From an optimization exercise on the open Yosys and OpenROAD flow, aimed at small area; shortcuts taken in it are not production practice. Only simulation tests tie the RTL to the original design; equivalence was not proved.

==> flow/design.v (outline; a module is shown in full before it is edited, if it fits) <==
// module cr_xor: 7 lines
// module cr_xnor: 7 lines
// module cr_cmux: 8 lines
// module cr_addn: 25 lines
// module cr_prefix: 15 lines
// module cr_nand2: 7 lines
// module cr_o22ai: 9 lines
// module cr_incdec: 20 lines
// module cr_tmsbx: 46 lines
// module cr_toutx: 146 lines
// module cr_tmsby: 46 lines
// module cr_touty: 146 lines
// module cordic: 504 lines
module cordic (
  input                clk,
  input                reset,
  input                operands_val,
  input  signed [15:0] x_start,
  input  signed [15:0] y_start,
  input  signed [15:0] angle,
  output signed [15:0] sine,
  output signed [15:0] cosine,
  output               out_valid
);
  // ...
==> flow/flow/run.sh <==
#!/bin/bash
# Own layout flow: the standard ORFS flow (standard.sh, including its
# standard synthesis), with two changes to how the layout is built:
#  - the input/output port buffers are sky130_fd_sc_hd__buf_1 cells;
#  - clock tree synthesis inserts no dummy loads and clusters up to 24 sinks.
# ORFS writes each step's full log under orfs/logs/; make's own output goes
# to make.log in this folder.
set -euo pipefail
export BUFFER_PORTS_ARGS="-buffer_cell sky130_fd_sc_hd__buf_1"
export CTS_ARGS="-sink_clustering_enable -repair_clock_nets -dont_use_dummy_load -sink_clustering_size 24 -sink_clustering_max_diameter 100"
bash standard.sh finish > make.log 2>&1
==> flow/standard.sh <==
#!/bin/bash
# synth_recipe.tcl (not shown) runs the flow's synth.tcl, then flattens the netlist and writes it again
# the make line also repeats each setting of config.mk as NAME=value (left out here)
make -C /OpenROAD-flow-scripts/flow DESIGN_CONFIG=/design/flow/config.mk WORK_HOME=/design/flow/orfs CLKGATE_MAP_FILE= SYNTH_SCRIPT=/design/flow/synth_recipe.tcl "${@:-finish}"
==> flow/config.mk <==
export PLATFORM = sky130hd
export DESIGN_NAME = cordic
export DESIGN_NICKNAME = cordic
export VERILOG_FILES = /design/flow/design.v
export SDC_FILE = /design/flow/constraint.sdc
export NUM_CORES = 4
export LEC_CHECK = 0
export CAP_MARGIN = 0
export CORE_MARGIN = 2
export CORE_UTILIZATION = 60
export SETUP_SLACK_MARGIN = 0.1
export SLEW_MARGIN = 0
export SYNTH_HIERARCHICAL = 1
export SYNTH_MINIMUM_KEEP_SIZE = 0
==> flow/constraint.sdc <==
create_clock -name core_clock -period 5.0 [get_ports {clk}]
set_input_delay 1.0000 -clock core_clock [delete_from_list [all_inputs] [get_ports {clk}]]
set_output_delay 1.0000 -clock core_clock [all_outputs]
set_load 0.01 [all_outputs]
==> impl_metrics.yaml, run 1 <==
floorplanning:
  dieWidth_um: 210
final_layout:
  multi_input_cells: 2241
  nets: 3055
  multi_input_area_um2: 18700
  clkbuf_count: 18
route:
  drt-wirelength-per-cell_um: 14.9
  top_layer: "met4"
  dr_wl_met3_um: 1300
hold_path:
  hp-start: "dr3[9]"
  holdPathEnd: "dr4[9]"
  hold_depth: 0
critical_path:
  path_buf_inv: 0
  max_stage_delay_ps: 460
  cp_common_cell: "mux2i_1"
  crit_arrival_ps: 5330
  crit_chain: "xnor2_4 -> xor2_2 -> mux2i_2 -> mux2i_1 -> mux2i_1 -> mux2i_1 -> mux2i_1 -> nand2_2 -> o22ai_2 -> xor2_1 -> xor2_1 -> xor2_1 -> mux2i_1 -> mux2i_1 -> mux2i_1 -> mux2i_1 -> mux2i_1 -> mux2i_1 -> or2_4 -> o22ai_2 -> xor2_1"
  path_class: "reg2reg"
synthesis:
  yosys_warnings: 11
global_route:
  use_met1_pct: 28.6
  grt_pass1_vias: 18000
  busiest_layer: "met2"
  grt_max_degree: 25
timing:
  clock.fmax_ghz: 0.205
  hold_slack_ps: 323
run_status:
  status: "finished clean"
place:
  io_buffers: 83
==> run 2, diff against run 1 <==
==> flow/flow/run.sh (replaced) <==
#!/bin/bash
# Own layout flow: the standard ORFS flow (standard.sh, including its
# standard synthesis), with two changes to how the layout is built:
#  - the input/output port buffers are sky130_fd_sc_hd__buf_1 cells;
#  - clock tree synthesis inserts no dummy loads and clusters up to 27 sinks.
# ORFS writes each step's full log under orfs/logs/; make's own output goes
# to make.log in this folder.
set -euo pipefail
export BUFFER_PORTS_ARGS="-buffer_cell sky130_fd_sc_hd__buf_1"
export CTS_ARGS="-sink_clustering_enable -repair_clock_nets -dont_use_dummy_load -sink_clustering_size 27 -sink_clustering_max_diameter 100"
bash standard.sh finish > make.log 2>&1
--- a/flow/config.mk
+++ b/flow/config.mk
@@ -7,7 +7,7 @@
 export LEC_CHECK = 0
 export CAP_MARGIN = 0
 export CORE_MARGIN = 2
-export CORE_UTILIZATION = 60
+export CORE_UTILIZATION = 70
 export SETUP_SLACK_MARGIN = 0.1
 export SLEW_MARGIN = 0
 export SYNTH_HIERARCHICAL = 1
==> run 2 against run 1 <==
  * Routed wire length is 12% higher
  * Non-clock buffer count up 13
  * Clock skew is 26 ps higher
  * Critical path type unchanged
  * Synthesized cell count stayed put
  * Area after synthesis is the same
  * The layout now fails its checks (negative setup slack)
  * Register-to-register slack worse by 300 ps
  * Via count increased by 4.5%
  * Global-route usage up 3.9 points
  * Design area barely moved
==> impl_metrics.yaml, run 2 <==
flow_run:
  cap_viol_max_count: 0
critical_path:
  crit_arrival_ps: 5540
  critPathLaunchType: "flip-flop"
  startpoint: "dr0[1]"
  endpoint_kind: "flip-flop"
  required_ps: 5370
  reg2reg_to: "cy1"
  r2r-start: "dr0[1]"
  rrSetupSlack_ps: -170
  cp_slowest_cell: "xor2_1"
  cpLargestDelayFamily: "XOR/XNOR gates"
  max_stage_delay_ps: 490
  path_depth: 17
  crit_end: "cy1"
  crit_chain: "xnor2_2 -> xor2_1 -> xor2_1 -> xor2_1 -> xor2_2 -> mux2i_2 -> xnor2_2 -> xnor2_1 -> xor2_1 -> mux2i_1 -> mux2i_1 -> mux2i_2 -> mux2i_1 -> mux2i_1 -> mux2i_2 -> mux2i_2 -> mux2i_1"
  path_class: "reg2reg"
  reg2reg_depth: 17
  cp_common_cell: "mux2i_1"
  cp_max_fo: 7
  path_buf_inv: 0
final_layout:
  insertedDiodeCount: 0
  fin_util_pct: 81.2
  mostFrequentLayoutCells: "xor2_1 (564), xnor2_1 (344), dfxtp_1 (325), mux2i_1 (233), buf_4 (188)"
  drive_gt1_share_pct: 18.0
  fin_cells: 3450
  nets: 3065
  syn2layout_area_growth_pct: 13.7
  final_common_cell: "xor2_1"
hold_path:
  hold_path_class: "reg2reg"
global_route:
  antenna_found_initial: 0
  grt_max_degree: 28
  grt_pass1_wl_um: 85800
  grt_pass1_vias: 18800
  grt_usage_pct: 26.1
  grt_overflow_total: 0
timing:
  maxSlewHeadroom_pct: 34.0
  setup_violations: 10
  timing.final.crit_share_pct: 103
  rsz0062_at_grt: "yes"
  hold_viol_final: 0
  skew_ps: 45.5
  setup-tns-final_ps: -600
  period_needed_ps: 5170
  layout_setup_ws_ps: -166
  clock.fmax_ghz: 0.194
  hold_slack_ps: 334
  tightest_slew_ps: 983
  slew_viol_final: 0
clocking:
  cts_hold_buf: 0
  clockRootBuffer: "clkbuf_16"
  cts.reportedPaths.clkPinSlew_ps: 100
  htree_num_levels: 1
  cts_max_path_buffers: 3
  cts.sinks: 352
  clock_latency_ps: 530
  cts_tree: "built"
  cts_buffers: 17
route:
  vias: 20300
  drt_iter0_drc: 1163
  viasPerCell: 5.88
  drt-wirelength-per-cell_um: 17.1
  drtAntennaViolNets: 0
  finalWirelength_um: 58800
  drtPass1Iterations: 6
  drc: 0
floorplanning:
  die_h_um: 195
  rows: 69
  io_pins: 84
  dieWidth_um: 195
  core_area_um2: 35700
  die_area_um2: 38000
  start_util_pct: 71.4
synthesis:
  yosys_warnings: 11
  avgSynthCellArea_um2: 9.16
  synth_cells: 2789
  synthesis.area_um2: 25500
place:
  gp_congestion: 0.883
  dp.cells: 3301
  dp_hpwl_um: 39400
  io_buffers: 83
  pre_cts_slack_ps: -323
run_status:
  check-failures: "negative setup slack"
  status: "failed layout checks"
-- run 2: repair_timing --
item	CTS	global route
buffers inserted	30	100
cloned	0	2
gates resized for setup	11	225
pin swaps	10	108
endpoints found under the setup margin	53	117
endpoints found under the hold margin	0	0
-- run 2: worst min-delay path by stage --
| stage | startpoint | endpoint | slack, ps | cells past startpoint |
|---|---|---|---|---|
| after detailed placement | dr3[15] | dr4[15] | 310 | 0 |
| after global routing | dr3[15] | dr4[15] | 340 | 0 |
| after CTS | dr2[14] | dr3[14] | 330 | 0 |
| final | dr1[10] | dr2[10] | 330 | 0 |
| after global placement | dr1[11] | dr2[11] | 310 | 0 |
| after floorplan | dr1[10] | dr2[10] | 310 | 0 |
-- run 2: layer usage --
metal  track usage [%]  routed length, um  part of all wire, %  up-vias
li1                  -                  -                    -     9931
met2              49.0              30600                   52      533
met1              32.6              24300                   41     9658
met3              1.85               2010                  3.4      154
met4              5.57               1920                  3.3        0
met5                 0                  0                    0        -
-- run 2: through the flow --
step	instance area, um^2
final	29000
after global routing	29000
after CTS	27100
after detailed placement	26400
after global placement	26400
after floorplan	25500
-- run 2: area by class of cell --
cell class                 count  area, um^2
clock buffer                  17         425
fill                        2166        6700
inverter                     107         402
multi-input combinational   2239       18800
sequential                   352        7110
tap                          461         577
timing repair buffer         274        1770

afterwards: timing with drivers on the ports:
The flow's constraints put no driver on any port. The routed layouts listed below were extracted and timed again, unchanged, in two steps. Step 1 assumes that a clkbuf_16 drives the clock port and a buf_2 every other input. Step 2 times the ports against the registers' clock, not the clock port: input delays grow and output delays shrink by t, the midpoint of the rising clock arrivals with the driver on. a / b / c = ideal ports / drivers / drivers and shift; a / b = the first two.
| run | t, ns | slack for setup (ns) | worst setup path at the end | worst register clock-pin slew, ns | worst data-port slew with drivers (ns) |
|---|---|---|---|---|---|
| run 1 | 0.562 | 0.130 / 0.130 / 0.130 | register to register | 0.10 / 0.10 | 0.05 |
| run 2 | 0.558 | -0.166 / -0.166 / -0.166 | register to register | 0.11 / 0.11 | 0.03 |
